Source: an optimization exercise on an open RTL-to-GDS flow (aim: small area and a short achievable clock period). Production flows keep margins and buffers that such runs may drop. No run shown here included a check of the RTL's function; only the layout flow was run.

## flow/design.v (module list and top-level ports; edited modules follow where they fit)
// module FIR1: 926 lines
module FIR1 (X, clk, Y, reset);
  // ...
==> flow/flow/run.sh <==
#!/bin/bash
set -euo pipefail
bash standard.sh SETUP_SLACK_MARGIN=6 finish > standard_run.log 2>&1
==> flow/standard.sh <==
#!/bin/bash
# synth_recipe.tcl (not shown) runs the flow's synth.tcl, then flattens the netlist and writes it again
# the make line also repeats each setting of config.mk as NAME=value (left out here)
make -C /OpenROAD-flow-scripts/flow DESIGN_CONFIG=/design/flow/config.mk WORK_HOME=/design/flow/orfs CLKGATE_MAP_FILE= SYNTH_SCRIPT=/design/flow/synth_recipe.tcl "${@:-finish}"
==> flow/config.mk <==
export PLATFORM = sky130hd
export DESIGN_NAME = FIR1
export DESIGN_NICKNAME = FIR1
export VERILOG_FILES = /design/flow/design.v
export SDC_FILE = /design/flow/constraint.sdc
export NUM_CORES = 4
export LEC_CHECK = 0
export CAP_MARGIN = 20
export CORE_MARGIN = 2
export CORE_UTILIZATION = 40
export SLEW_MARGIN = 20
==> flow/constraint.sdc <==
create_clock -name core_clock -period 10.0 [get_ports {clk}]
set_input_delay 2.0000 -clock core_clock [delete_from_list [all_inputs] [get_ports {clk}]]
set_output_delay 2.0000 -clock core_clock [all_outputs]
set_load 0.01 [all_outputs]
==> results.yml, run 1 <==
logic_synthesis:
  yosys_warnings: 1
  synth_top_area_frac: 0.4293
  ys_ff_latch: 426
  yosysTopAreaCell: "dfrtp_1"
floorplanning:
  rows: 89
  dieArea_mm2: 0.06187
layout:
  clkCellAreaFrac: 0.05869
  final_common_cell: "inv_1"
  final_area_mm2: 0.02769
  num_antenna_cells: 0
  multi_input_area_mm2: 0.01169
  regMostFlops: "r2a"
  largest_cell_class: "multi-input combinational cells"
  drive_above_1_share: 0.1421
  sh_seq_area: 0.3868
  buffers: 74
  nFillCells: 5145
clocking:
  cts_tree: "yes"
  ctsHtreeMaxLevel: 2
  cts_setup_buffers: 29
global_route:
  grt_max_degree: 179
critical_path:
  path_buf_inv: 3
  cp-start-kind: "register"
  crit_path_end_kind: "register"
  worst-path-max-fanout: 5
  crit_slowest_cell: "fa_2"
  r2r-end: "r1[24]"
  crit_family: "adder cells"
outcome:
  status: "complete, no violations"
==> inputs of run 2 (changes only) <==
==> flow/run.sh (new file) <==
#!/bin/bash
# synth_recipe.tcl (not shown) runs the flow's synth.tcl, then flattens the netlist and writes it again
# the make line also repeats each setting of config.mk as NAME=value (left out here)
make -C /OpenROAD-flow-scripts/flow DESIGN_CONFIG=/design/flow/config.mk WORK_HOME=/design/flow/orfs CLKGATE_MAP_FILE= SYNTH_SCRIPT=/design/flow/synth_recipe.tcl finish
--- a/flow/config.mk
+++ b/flow/config.mk
@@ -8,4 +8,5 @@
 export CAP_MARGIN = 20
 export CORE_MARGIN = 2
 export CORE_UTILIZATION = 40
+export SETUP_SLACK_MARGIN = 5
 export SLEW_MARGIN = 20
removed: flow/flow/run.sh
removed: flow/standard.sh
==> results.yml, run 2 <==
outcome:
  status: "complete, no violations"
clocking:
  ctsHtreeMaxLevel: 2
  cts_root_buf: "clkbuf_16"
  cts_hold_buf: 0
  cts_num_sinks: 426
  path_clk_slew_ps: 60
  insertion_delay_ps: 590
  clock_path_buffers: 3
  cts_made_buffers: 46
  cts_tree: "yes"
layout:
  fin_nets: 2423
  area_growth_syn_to_layout_pct: 13.12
  regMostFlops: "r2a"
  largest_reg_flops: 30
  drive_above_1_share: 0.06787
  reg_top3: "r2a: 30 flops, r2b: 29 flops, r1: 28 flops"
  final_cell_mix: "inv_1, dfrtp_1, fa_1, ha_1, nor2_1"
  final_common_cell: "inv_1"
  final_util: 0.4583
  num_antenna_cells: 0
logic_synthesis:
  synthesis.nets: 2346
  synthArstFlopShare: 1.000
  synth_edf_count: 0
  synth_cells: 1831
  syn-cell-area_mm2: 0.02396
  netlist_top_cells_area: "dfrtp_1, fa_1, inv_1"
  synthTopCellsByCount: "inv_1, dfrtp_1, fa_1"
  ys.flop_type: "dfrtp_1"
  seq_area_frac_synth: 0.4457
  ys_types: 60
  avgSynthCellArea_um2: 13.08
  yosysTopAreaCell: "dfrtp_1"
  yosys_warnings: 1
  synth_top_area_frac: 0.4293
  synth.most_common_cell: "inv_1"
  ys_ff_latch: 426
critical_path:
  cp-start-kind: "register"
  critPathKind: "register to register"
  worst-path-max-fanout: 5
  r2r-end: "r1[27]"
  rrSetupSlack_ps: 5170
  r2r_cells: 15
  r2r-start: "d1[7]"
  crit_path_end_kind: "register"
  crit_required_ps: 10510
  crit_arrival_ps: 5340
sta:
  fin_tns_setup_ps: 0
  whs_ps: 341.7
  period_needed_ps: 4833
  fmax_ghz: 0.2069
  fin_crit_sh: 0.4833
  hold_viol: 0
  rsz0062_at_grt: "false"
  worst_pin_slew_ps: 1007
  drv_slew: 0
  clock_skew_ps: 17.57
  setup_violations: 0
  maxSlewHeadroom: 0.3288
placed_design:
  dp_hpwl_mm: 40.19
  globalplace.congestion: 0.9223
  portBuffers: 29
floorplanning:
  start_util: 0.4052
  rows: 89
  die_w_um: 248.7
  dieHeight_um: 248.7
  core_mm2: 0.05913
  io-pin-count: 30
  dieArea_mm2: 0.06187
min_path:
  worstHoldEndpoint: "d9[12]"
  worstHoldStart: "d8[12]"
  min-delay-path-class: "register to register"
  whs_path_depth: 0
global_route:
  use_met3: 0.02529
  grt_pass1_vias: 14571
  track_usage: 0.1753
  grt_max_degree: 180
  grt_pass1_wl_mm: 82.34
  grt.busiest_layer: "met2"
  antenna_found_initial: 1
  use_met1: 0.2333
  met2_usage: 0.3022
  grt_overflow: 0
route:
  viasPerCell: 4.625
  routed_wl_mm: 51.00
  ant_nets: 0
  first_pass_iters: 18
  route.detailed.drc: 0
  wl_per_cell_um: 18.76
  num_vias: 12572
  drt_iter0_markers: 664
run:
  max_cap_violations: 0
## run 2: cell counts after synthesis
No cell type changed its count.
## run 2: cell type report
type	count	area, µm²
multi-input cells	865	11270
clock inverters	32	569.3
fillers	5211	32030
repair buffers	35	372.9
clock buffers	53	1229
well taps	773	967.2
flip-flops and latches	426	10680
inverters	534	2008
## run 2: per-layer routing
| metal | wire (µm) | share of wire | vias to the layer above |
|---|---|---|---|
| li1 | - | - | 5609 |
| met1 | 22740 | 0.45 | 6715 |
| met2 | 25560 | 0.50 | 173 |
| met3 | 1529 | 0.030 | 75 |
| met4 | 1167 | 0.023 | 0 |
| met5 | 0 | 0 | - |
## run 2: timing repair
action                                 CTS  global route
setup endpoints to repair                0             9
buffers inserted                         0             3
endpoints found under the hold margin    0             0
gates resized for setup                  0             7
## run 2: cell families (layout without fill, tap and decap cells)
group / after synthesis / count (layout) / synth area share
and+or+nand+nor: 147 / 147 / 0.02930
DFF: 426 / 426 / 0.4457
xor gates and xnor gates: 70 / 70 / 0.02559
buffers and inverters: 540 / 654 / 0.08460
muxes: 1 / 1 / 0.0004178
other: 1 / 1 / 0.0001565
AOI/OAI and AO/OA: 147 / 147 / 0.04423
adders and majority gates: 499 / 499 / 0.3700
## run 2: per-stage QoR
| step | instances | instance area (µm²) | setup slack [ps] |
|---|---|---|---|
| floorplan | 1831 | 23960 | 2263 |
| CTS | 2715 | 27040 | 5081 |
| detailed placement | 2630 | 25240 | 4550 |
| global placement | 2630 | 25240 | 4596 |
| global route | 2718 | 27100 | 5003 |
| finish | 2718 | 27100 | 5167 |
## run 2: worst max path at each step
stage          start     end
6_report       d1[7]  r1[27]
3_3_place_gp    X[5]   Y[13]
4_1_cts        d1[4]  r1[24]
2_1_floorplan  reset    Y[0]
5_1_grt         X[6]   Y[13]
3_5_place_dp    X[6]   Y[13]
## run 2: critical path: stages (launching register included)
cell	delay [ps]
dfrtp_1	480
inv_1	200
fa_1	560
inv_1	50
fa_1	410
fa_1	490
fa_1	490
ha_1	250
or3_1	430
nor3_4	260
o31ai_4	120
buf_12	160
a31oi_4	270
nor2_1	100
o41ai_2	310
xnor2_1	160

[re-timing with driven ports]
Ports are ideal in the flow. The routed layouts listed here were re-timed in OpenROAD.
Step 1 (the two cells are an assumption about what drives the block):
set clk [get_ports {clk}]
set_driving_cell -lib_cell sky130_fd_sc_hd__clkbuf_16 $clk
set_driving_cell -lib_cell sky130_fd_sc_hd__buf_2 [delete_from_list [all_inputs] $clk]
Step 2, shift: input delay + t, output delay - t, t = (earliest + latest rising clock arrival at the registers) / 2. This alone moves slack from input paths to output paths.
a / b / c = ideal / step 1 / step 2; a / b = the first two.
| run | t, ns | slack for setup (ns) | hold WS [ns] | clock arrival spread, ns | worst slew at a driven data input, ns |
|---|---|---|---|---|---|
| run 1 | 0.631 | 5.600 / 5.600 / 5.241 | 0.338 / 0.338 / 0.338 | 0.018 / 0.018 | 0.06 |
| run 2 | 0.643 | 5.167 / 5.167 / 4.703 | 0.342 / 0.342 / 0.342 | 0.019 / 0.019 | 0.05 |
After both steps every run listed still meets setup and hold. The setup slack of run 2, which loses most, moves by 0.000 ns with the drivers and by -0.464 ns with both steps.
